From an optimization exercise on the open Yosys and OpenROAD flow, aimed at small area, a short achievable clock period and few clock cycles; shortcuts taken in it are not production practice. RTL that was checked went through simulation tests only; none was proved equivalent to the original. No driver is modelled on the clock port, so clock power and skew are understated where the tree is cut down; a real chip needs a root buffer or a tree. No activity file was given, so power comes from the tool's default toggle rates.

## axi4_lite_slave_wrapper
module axi4_lite_slave_wrapper #(
  parameter int ADDR_WIDTH = 32,
  parameter int DATA_WIDTH = 32
)(
  input  logic                      aclk,
  input  logic                      aresetn,
  input  logic [ADDR_WIDTH-1:0]     s_axi_awaddr,
  input  logic [2:0]                s_axi_awprot,
  input  logic                      s_axi_awvalid,
  output logic                      s_axi_awready,
  input  logic [DATA_WIDTH-1:0]     s_axi_wdata,
  input  logic [DATA_WIDTH/8-1:0]   s_axi_wstrb,
  input  logic                      s_axi_wvalid,
  output logic                      s_axi_wready,
  output logic [1:0]                s_axi_bresp,
  output logic                      s_axi_bvalid,
  input  logic                      s_axi_bready,
  input  logic [ADDR_WIDTH-1:0]     s_axi_araddr,
  input  logic [2:0]                s_axi_arprot,
  input  logic                      s_axi_arvalid,
  output logic                      s_axi_arready,
  output logic [DATA_WIDTH-1:0]     s_axi_rdata,
  output logic [1:0]                s_axi_rresp,
  output logic                      s_axi_rvalid,
  input  logic                      s_axi_rready
);
  axi4_lite_slave #(
    .ADDR_WIDTH (ADDR_WIDTH),
    .DATA_WIDTH (DATA_WIDTH)
  ) u_slave (
    .aclk    (aclk),           .aresetn (aresetn),
  ...
Size in the first run: ~560 cells after synthesis, about 150 I/O pins, about 8200 um2 of cells after synthesis.
Settings: LEC_CHECK=0, CAP_MARGIN=20, CORE_MARGIN=2, CORE_UTILIZATION=40, SETUP_SLACK_MARGIN=1.4, SLEW_MARGIN=20, TNS_END_PERCENT=0; clock period 3.0 ns.
standard.sh (not shown) runs the stock make flow with config.mk's settings and CLKGATE_MAP_FILE= SYNTH_SCRIPT=/design/flow/synth_recipe.tcl, a recipe that flattens the netlist after the stock synthesis.
==> flow/flow/run.sh <==
#!/bin/bash
# Standard ORFS layout, with buf_1 port buffers, resizing not tied to cell
# footprints, and a hand-built two-level clock tree (flow/cts_pre.tcl).
set -euo pipefail
cd "$(dirname "$0")/.."
export FLOW_CTS_LEAVES=16
export FLOW_CTS_LEAF=sky130_fd_sc_hd__clkbuf_8
export FLOW_CTS_ROOT=sky130_fd_sc_hd__clkbuf_16
bash standard.sh \
  "BUFFER_PORTS_ARGS=-buffer_cell sky130_fd_sc_hd__buf_1" \
  MATCH_CELL_FOOTPRINT=0 \
  "PRE_CTS_TCL=$(pwd)/flow/cts_pre.tcl" \
  finish > flow_orfs.log 2>&1
Other scripts of this flow, unchanged in this note and not shown: flow/flow/clock_tree.tcl, flow/flow/cts_pre.tcl
The first run completed with no timing, DRC or antenna violations.
==> next run, changes <==
--- a/flow/design.v
+++ b/flow/design.v
@@ -50,39 +50,38 @@
   output logic                    rvalid,
   input  logic                    rready
 );
   logic [31:0] reg_ctrl;
   logic [31:0] reg_data_tx;
   logic [31:0] reg_irq_en;
   logic [31:0] reg_scratch;
   logic       aw_v0, aw_v1;           
-  logic [2:0] aw_e0, aw_e1;
+  logic [4:0] aw_e0, aw_e1;
   logic       aw_blk;                 
   logic       w_blk;                  
   logic [3:0] w_arm;                  
   logic       awready_q, wready_q;    
   logic       b_v, b_idle, b_err;     
   logic       bs_v, bs_err;           
   assign awready = awready_q;
   assign wready  = wready_q;
   assign bvalid  = b_v;
   assign bresp   = {b_err, 1'b0};
   wire aw_fire = awvalid & ~aw_blk;
   wire w_fire  = wvalid & ~w_blk;
   wire b_free  = b_idle | bready;     
   wire       aw_ok_in = (awaddr[31:5] == 27'd0);
-  wire       aw_wr_in = aw_ok_in & ~awaddr[2];
-  wire [2:0] aw_e_in  = {aw_wr_in, awaddr[4], aw_wr_in ? awaddr[3] : ~aw_ok_in};
-  function automatic logic [3:0] we_of(input logic [2:0] e);
-    we_of = {4{e[2]}} & (4'b0001 << e[1:0]);
-  endfunction
+  wire [4:0] aw_e_in  = {~aw_ok_in,
+                         aw_ok_in & (awaddr[4:2] == 3'd6),
+                         aw_ok_in & (awaddr[4:2] == 3'd4),
+                         aw_ok_in & (awaddr[4:2] == 3'd2),
+                         aw_ok_in & (awaddr[4:2] == 3'd0)};
   logic       aw_v0_d, aw_v1_d, bs_v_d, b_v_d, w_go_d;
-  logic [2:0] aw_e0_d;
-  wire        aw_err0 = ~aw_e0[2] & aw_e0[0];
+  logic [4:0] aw_e0_d;
   always_comb begin
     aw_v0_d = aw_v0;
     aw_v1_d = aw_v1;
     if (w_fire) begin
       aw_v0_d = aw_v1 | aw_fire;
       aw_v1_d = 1'b0;
     end else if (aw_fire) begin
       aw_v0_d = 1'b1;
@@ -107,24 +106,24 @@
       b_err     <= 1'b0;
       bs_v      <= 1'b0;
       bs_err    <= 1'b0;
     end else begin
       aw_v0     <= aw_v0_d;
       aw_v1     <= aw_v1_d;
       aw_blk    <= aw_v1_d;
       w_blk     <= ~w_go_d;
-      w_arm     <= {4{w_go_d}} & we_of(aw_e0_d);
+      w_arm     <= {4{w_go_d}} & aw_e0_d[3:0];
       awready_q <= ~aw_v1_d;
       wready_q  <= w_go_d;
       b_v       <= b_v_d;
       b_idle    <= ~b_v_d;
       bs_v      <= bs_v_d;
-      if (b_free) b_err <= bs_v ? bs_err : aw_err0;
-      if (~bs_v)  bs_err <= aw_err0;
+      if (b_free) b_err <= bs_v ? bs_err : aw_e0[4];
+      if (~bs_v)  bs_err <= aw_e0[4];
     end
   end
   always_ff @(posedge aclk) begin
     aw_e0 <= aw_e0_d;
     if (~aw_v1) aw_e1 <= aw_e_in;
   end
   always_ff @(posedge aclk or negedge aresetn) begin
     if (!aresetn) begin
Synthesized cell count went up by a few percent.
Flip-flop and latch count went up by 4.
First-iteration DRC count went down by roughly a tenth.
Hold slack barely changes.
Area after synthesis went up slightly.
Cell area went down slightly.
Core utilization went down by 0.58 points.
Total power went up by a few percent.
Routed wire length went up slightly.
Global-route usage went up by 0.38 points.
Sequential power went up by a few percent.
Setup slack got worse by 24 ps.
Testbench counts after the change, summed over its fixed seeds: cycles 3,216.
The RTL of the first run of this note was laid out without a check of its function. In every run of this note, the design's own scripts or RTL, not TritonCTS, make the clock network.

==> what the ideal ports hide <==
The flow's constraints put no driver on any port. The routed layouts listed below were extracted and timed again, unchanged, in two steps.
Step 1: set_driving_cell puts a clkbuf_16 on aclk and a buf_2 on each other input, an assumption about the parent block.
Step 2 adds t to the input delays and takes it off the output delays; t is the mean of the earliest and latest rising clock arrival at the registers after step 1. Input paths then give back, and output paths get back, about the clock's delay inside the block.
a / b / c = no drivers / after step 1 / after step 2; a / b = the first two.
run	t, ns	setup WS [ns]	clock arrival spread, ns	worst data-port slew with drivers (ns)
the first run	0.448	1.430 / 1.387 / 1.034	0.030 / 0.029	0.08
the second run	0.451	1.406 / 1.359 / 1.030	0.026 / 0.026	0.07
After both steps setup and hold are still met in every run listed. For the first run, which loses most, drivers alone change the setup slack by -0.043 ns; drivers and shift together by -0.396 ns.
